What follows belongs to an exercise in optimizing a design on an open flow for small area and a short achievable clock period; a production flow would make more cautious choices. Function was checked by simulation only, so behaviour that the tests miss may differ from the original.

<file path="design/flow/design.v">
`timescale 1ns / 1ps
module get_conv_target_angle(
input signed [19:0] target_angle,
output reg signed [19:0] target_angle_conv,
output reg [2:0] quadrant_loc
    );
  always@(*)
    begin
        if ((target_angle >{16'd90,4'd0}) && (target_angle <= {16'd180,4'd0})) target_angle_conv = target_angle - {16'd90,4'd0};
        else if ((target_angle >{16'd180,4'd0}) && (target_angle <= {16'd270,4'd0})) target_angle_conv = target_angle - {16'd180,4'd0};
        else if ((target_angle > {16'd270,4'd0}) && (target_angle <= {16'd360,4'd0})) target_angle_conv = target_angle - {16'd360,4'd0};
        else target_angle_conv = target_angle;
    end 
  always@(*)
    begin
        if ((target_angle >{16'd90,4'd0}) && (target_angle <= {16'd180,4'd0})) quadrant_loc = 3'd2;
        else if ((target_angle >{16'd180,4'd0}) && (target_angle <= {16'd270,4'd0})) quadrant_loc = 3'd3;
        else if ((target_angle > {16'd270,4'd0}) && (target_angle <= {16'd360,4'd0})) quadrant_loc = 3'd4;
        else quadrant_loc = 3'd1;
    end    
endmodule
`timescale 1ns / 1ps
module output_mapping(
input signed [19:0] x, 
input signed [19:0] y,
input [2:0] quadrant_loc,
output reg signed [19:0] x_res,
output reg signed [19:0] y_res
    );
always@(*)
    begin
        if (quadrant_loc == 3'd2) x_res = -y;
        else if (quadrant_loc == 3'd3) x_res = -x;
        else  x_res = x; 
    end
 always@(*)
   begin
     if (quadrant_loc == 3'd2)       y_res = x;
     else if (quadrant_loc == 3'd3)  y_res = -y;
     else                            y_res = y; 
   end
endmodule
`timescale 1ns / 1ps
module cordic_sin_cos(clk,rst,target_angle,x_res,y_res);
 input clk,rst;   
 input signed [19:0] target_angle;    
 output reg signed [19:0] x_res;  
 output reg signed [19:0] y_res;  
 wire signed [19:0] x_res_comb;  
 wire signed [19:0] y_res_comb;  
 reg signed [19:0] x [9:0];   
 reg signed [19:0] y [9:0];   
 wire signed[19:0] arc_tan [8:0];   
 reg  signed[19:0] z[8:0];   
 reg  d[8:0];  
 wire signed [19:0] target_angle_conv;   
 wire [2:0] quadrant_loc;  
 assign arc_tan[0] = {{6{1'b0}},10'b0000101101,4'b0000};    
 assign arc_tan[1] = {{6{1'b0}},10'b0000011010,4'b1001};    
 assign arc_tan[2] = {{6{1'b0}},10'b0000001110,4'b0000};    
 assign arc_tan[3] = {{6{1'b0}},10'b0000000111,4'b0010};    
 assign arc_tan[4] = {{6{1'b0}},10'b0000000011,4'b1001};    
 assign arc_tan[5] = {{6{1'b0}},10'b0000000001,4'b1100};    
 assign arc_tan[6] = {{6{1'b0}},10'b0000000000,4'b1110};    
 assign arc_tan[7] = {{6{1'b0}},10'b0000000000,4'b0111};    
 assign arc_tan[8] = {{6{1'b0}},10'b0000000000,4'b0011};    
 get_conv_target_angle conv_angle(.target_angle(target_angle),.target_angle_conv(target_angle_conv),.quadrant_loc(quadrant_loc));
 output_mapping out_map(.x(x[9][19:0]),.y(y[9][19:0]),.quadrant_loc(quadrant_loc),.x_res(x_res_comb),.y_res(y_res_comb));
 always@(posedge clk)
  begin
    if (rst == 0)
       begin
         x_res [19:0]     <= 20'b0;
         y_res [19:0]     <= 20'b0;  
       end 
    else 
       begin
         x_res [19:0] <= x_res_comb;
         y_res [19:0] <= y_res_comb;
       end
  end
 always@(*)
   begin
      x[0] = 20'b00001001101101110001;  
      y[0] = 20'b00000000000000000000;  
      z[0] = target_angle_conv;  
      d[0] = (z[0][19] == 0) ? 1 : 0;   
   end
 always@(*)
   begin
     x[1] = (d[0] == 1) ? (x[0] - y[0]) : (x[0]+y[0]);
     y[1] = (d[0] == 1) ? (y[0] + x[0]) : (y[0]-x[0]);
     z[1] = (d[0] == 1) ? (z[0] - arc_tan[0]) : (z[0]+arc_tan[0]);
     d[1] = (z[1][19] == 0) ? 1 : 0;
     x[2] = (d[1] == 1) ? (x[1] - (y[1]>>>1)) : (x[1]+(y[1]>>>1));
     y[2] = (d[1] == 1) ? (y[1] + (x[1]>>>1)) : (y[1]-(x[1]>>>1));
     z[2] = (d[1] == 1) ? (z[1] - arc_tan[1]) : (z[1]+arc_tan[1]);
     d[2] = (z[2][19] == 0) ? 1 : 0;   
     x[3] = (d[2] == 1) ? (x[2] - (y[2]>>>2)) : (x[2]+(y[2]>>>2));
     y[3] = (d[2] == 1) ? (y[2] + (x[2]>>>2)) : (y[2]-(x[2]>>>2));
     z[3] = (d[2] == 1) ? (z[2] - arc_tan[2]) : (z[2]+arc_tan[2]);
     d[3] = (z[3][19] == 0) ? 1 : 0; 
     x[4] = (d[3] == 1) ? (x[3] - (y[3]>>>3)) : (x[3]+(y[3]>>>3));
     y[4] = (d[3] == 1) ? (y[3] + (x[3]>>>3)) : (y[3]-(x[3]>>>3));
     z[4] = (d[3] == 1) ? (z[3] - arc_tan[3]) : (z[3]+arc_tan[3]);
     d[4] = (z[4][19] == 0) ? 1 : 0; 
     x[5] = (d[4] == 1) ? (x[4] - (y[4]>>>4)) : (x[4]+(y[4]>>>4));
     y[5] = (d[4] == 1) ? (y[4] + (x[4]>>>4)) : (y[4]-(x[4]>>>4));
     z[5] = (d[4] == 1) ? (z[4] - arc_tan[4]) : (z[4]+arc_tan[4]);
     d[5] = (z[5][19] == 0) ? 1 : 0; 
     x[6] = (d[5] == 1) ? (x[5] - (y[5]>>>5)) : (x[5]+(y[5]>>>5));
     y[6] = (d[5] == 1) ? (y[5] + (x[5]>>>5)) : (y[5]-(x[5]>>>5));
     z[6] = (d[5] == 1) ? (z[5] - arc_tan[5]) : (z[5]+arc_tan[5]);
     d[6] = (z[6][19] == 0) ? 1 : 0; 
     x[7] = (d[6] == 1) ? (x[6] - (y[6]>>>6)) : (x[6]+(y[6]>>>6));
     y[7] = (d[6] == 1) ? (y[6] + (x[6]>>>6)) : (y[6]-(x[6]>>>6));
     z[7] = (d[6] == 1) ? (z[6] - arc_tan[6]) : (z[6]+arc_tan[6]);
     d[7] = (z[7][19] == 0) ? 1 : 0; 
     x[8] = (d[7] == 1) ? (x[7] - (y[7]>>>7)) : (x[7]+(y[7]>>>7));
     y[8] = (d[7] == 1) ? (y[7] + (x[7]>>>7)) : (y[7]-(x[7]>>>7));
     z[8] = (d[7] == 1) ? (z[7] - arc_tan[7]) : (z[7]+arc_tan[7]);
     d[8] = (z[8][19] == 0) ? 1 : 0; 
     x[9] = (d[8] == 1) ? (x[8] - (y[8]>>>8)) : (x[8]+(y[8]>>>8));
     y[9] = (d[8] == 1) ? (y[8] + (x[8]>>>8)) : (y[8]-(x[8]>>>8));
     z[9] = (d[8] == 1) ? (z[8] - arc_tan[8]) : (z[8]+arc_tan[8]);
     d[9] = (z[9][19] == 0) ? 1 : 0; 
   end
endmodule
</file>
<file path="design/flow/run.sh">
#!/bin/bash
# synth_recipe.tcl (not shown) runs the flow's synth.tcl, then flattens the netlist and writes it again
# the make line also repeats each setting of config.mk as NAME=value (left out here)
make -C /OpenROAD-flow-scripts/flow DESIGN_CONFIG=/design/flow/config.mk WORK_HOME=/design/flow/orfs CLKGATE_MAP_FILE= SYNTH_SCRIPT=/design/flow/synth_recipe.tcl finish
</file>
<file path="design/flow/config.mk">
export PLATFORM = sky130hd
export DESIGN_NAME = cordic_sin_cos
export DESIGN_NICKNAME = cordic_sin_cos
export VERILOG_FILES = /design/flow/design.v
export SDC_FILE = /design/flow/constraint.sdc
export NUM_CORES = 4
export LEC_CHECK = 0
export CAP_MARGIN = 20
export CORE_MARGIN = 2
export CORE_UTILIZATION = 40
export SLEW_MARGIN = 20
</file>
<file path="design/flow/constraint.sdc">
create_clock -name core_clock -period 35.0 [get_ports {clk}]
set_input_delay 7.0000 -clock core_clock [delete_from_list [all_inputs] [get_ports {clk}]]
set_output_delay 7.0000 -clock core_clock [all_outputs]
set_load 0.01 [all_outputs]
</file>
==> results.sh <==
export IMPL_cts_buffers=5
export IMPL_gr_total_overflow=0
export IMPL_cts_buffer_depth=2
export IMPL_cpMostUsedCell="a21oi_1"
export IMPL_slowest_stage="or4_4"
export IMPL_diodes=0
export IMPL_syn_area_sq_um=22600
export IMPL_whs_path_depth=4
export IMPL_start_kind="input port"
export IMPL_rows=87
export IMPL_fp_dieW_um=242
export IMPL_ys_warnings_count=11
export IMPL_portBuffers=61
export IMPL_crit_path_end_kind="flop"
export IMPL_vias=21756
export IMPL_worstHoldEndpoint="y_res[2]"
export IMPL_gr_usage_all_layers_pct=20.9
export IMPL_worstMarginPinSlew_ns=1.11
export IMPL_die_area_sq_um=58300
export IMPL_clkTransAtPathRegs_ns=0.06
export IMPL_required_ns=35.22
export IMPL_arrival_ns=33.33
export IMPL_cts_sinks=40
export IMPL_ys_ff_latch=40
export IMPL_initialDrtViolationCount=1362
export IMPL_path_class="input port to flop"
export IMPL_grt_first_pass_wirelength_um=103000
export IMPL_fill_cells=5839
export IMPL_hpwl_um=54200
export IMPL_wl_um=64200
export IMPL_synth_area_top_cells="ha_1, xnor2_1, a21oi_1"
export IMPL_dr_pass1_iters=9
export IMPL_drive_gt1_share_pct=4.71
export IMPL_synth_nets=3562
export IMPL_wl_per_cell_um=16.4
export IMPL_area_growth_pct=9.43
export IMPL_ys_types=97
export IMPL_fin_ws_ns=1.89
export IMPL_start_util_pct=40.3
export IMPL_gp_congestion=0.932
export IMPL_drtAntennaViolNets=0
export IMPL_synth_seq_area_share_pct=3.55
export IMPL_holdWs_ns=7.56
export IMPL_relSlewSlack_pct=25.4
export IMPL_synth_top_flop_cell="dfxtp_1"
export IMPL_cpPeakStageDelay_ns=0.61
export IMPL_async_flop_share_pct=0
export IMPL_yosysTopAreaCellShare_pct=22.6
export IMPL_grt_max_degree=44
export IMPL_cap_viol_max_count=0
export IMPL_synth_edf_count=0
export IMPL_ctsHoldBuffers=0
export IMPL_avgSynthCellArea_sq_um=7.25
export IMPL_fin_nets=3612
export IMPL_yosys_top_cells_count="ha_1, xnor2_1, a21oi_1, nor2_1, nand2_1"
export IMPL_final_area_sq_um=24700
export IMPL_yosys_area_top_type="ha_1"
export IMPL_antenna_found_initial=0
export IMPL_finalHoldViolCount=0
export IMPL_setup_violations=0
export IMPL_cts_max_level=2
export IMPL_syn_inst=3113
export IMPL_dp_slack_ns=0.215
export IMPL_finalCritPeriodShare_pct=94.6
export IMPL_period_needed_ns=33.11
export IMPL_core_sq_um=56100
export IMPL_finalMaxSlewViolations=0
export IMPL_hp_class="input port to flop"
export IMPL_root_buffer="clkbuf_16"
export IMPL_cp_max_fo=23
export IMPL_cts_tree="yes"
export IMPL_fmax_mhz=30.2
export IMPL_grt_pass1_vias=20129
export IMPL_min_from="rst"
export IMPL_synth_most_common_cell="ha_1"
export IMPL_die_h_um=242
export IMPL_pin_count=62
export IMPL_drc=0
export IMPL_place_area_sq_um=24100
export IMPL_vias_per_cell=5.55
export IMPL_status="finished clean"
cell families after synthesis:
group                      Yosys count  share of synthesized area (%)
other                                1                         0.0166
muxes                               29                           1.41
xor gates and xnor gates           470                           18.5
DFF                                 40                           3.55
buffers and inverters              270                           4.51
AOI/OAI and AO/OA                  981                           28.2
and+or+nand+nor                    895                           19.5
adders and majority gates          427                           24.3
routing by layer:
metal	vias to the layer above	routed length (um)	GRT usage, %
met3	62	1660	0.566
met2	402	30400	37.1
li1	11349	-	-
met1	9943	31100	28.4
met5	-	0	0
met4	0	1130	3.54
cells in the final DEF (no fill, tap or decap), types with 77 or more instances in the layout:
cell / instances
a21o_1: 104
a21oi_1: 280
ha_1: 408
inv_1: 207
nand2_1: 211
nor2_1: 270
o21ai_0: 197
o21bai_1: 77
xnor2_1: 321
xor2_1: 140
critical path, delay by kind of cell:
family                     cells  cell delay (ns)
buffers and inverters          9             1.79
adders and majority gates      9             3.06
xor gates and xnor gates       8             1.56
and+or+nand+nor               34             7.83
AOI/OAI and AO/OA             65            12.05
how the worst max path moves through the flow:
stage	from	to	slack [ns]	depth (start not counted)
after global placement	target_angle[7]	x_res[18]	0.32	117
after floorplan	target_angle[0]	x_res[18]	0.78	129
final	target_angle[1]	x_res[19]	1.89	125
after global routing	target_angle[1]	x_res[18]	-0.05	136
after detailed placement	target_angle[7]	x_res[19]	0.21	119
after CTS	target_angle[7]	x_res[19]	0.36	118
state kept, by name (all words and copies together) (netlist names):
register,flops
y_res,20
x_res,20
what timing repair did:
item,4_1_cts,5_1_grt
resized for setup,0,67
buffers inserted,0,17
setup endpoints to repair,0,33
stage by stage:
stage                     instances  setup TNS, ns  utilization (%)
after floorplan                3113              0                -
after global placement         3894              0             42.9
after detailed placement       3894              0             42.9
after CTS                      3902              0             43.3
after global routing           3920        -0.0702             44.0
final                          3920              0             44.0
area by class of cell:
class	count	area, sq um	area share, %
clock inverters	2	38.8	0.157
clock buffers	6	139	0.562
multi-input cells	2804	21000	85.1
repair buffers	97	940	3.81
flip-flops and latches	40	801	3.24
inverters	215	822	3.33
well taps	756	946	3.83

## what the ideal ports hide
No port has a modelled driver above. Below, the same layout with a new extraction and two added sets of constraints. Step 1 (the two cells are an assumption about what drives the block):
set clk [get_ports {clk}]
set_driving_cell -lib_cell sky130_fd_sc_hd__clkbuf_16 $clk
set_driving_cell -lib_cell sky130_fd_sc_hd__buf_2 [delete_from_list [all_inputs] $clk]
Step 2 moves the port delays by t, midway between the first and last clock arrival at a register: inputs arrive t later, outputs are due t later. That takes back most of the time a late clock gives input paths. Slacks: no drivers / after step 1 / after step 2; pairs: no drivers / after step 1.
t, ns: 0.321
setup slack, ns: 1.890 / 1.899 / 1.578
pins driven straight from the clock port: 1
After both steps this run still meets setup and hold. For this run, drivers alone change the setup slack by +0.009 ns; drivers and shift together by -0.312 ns.
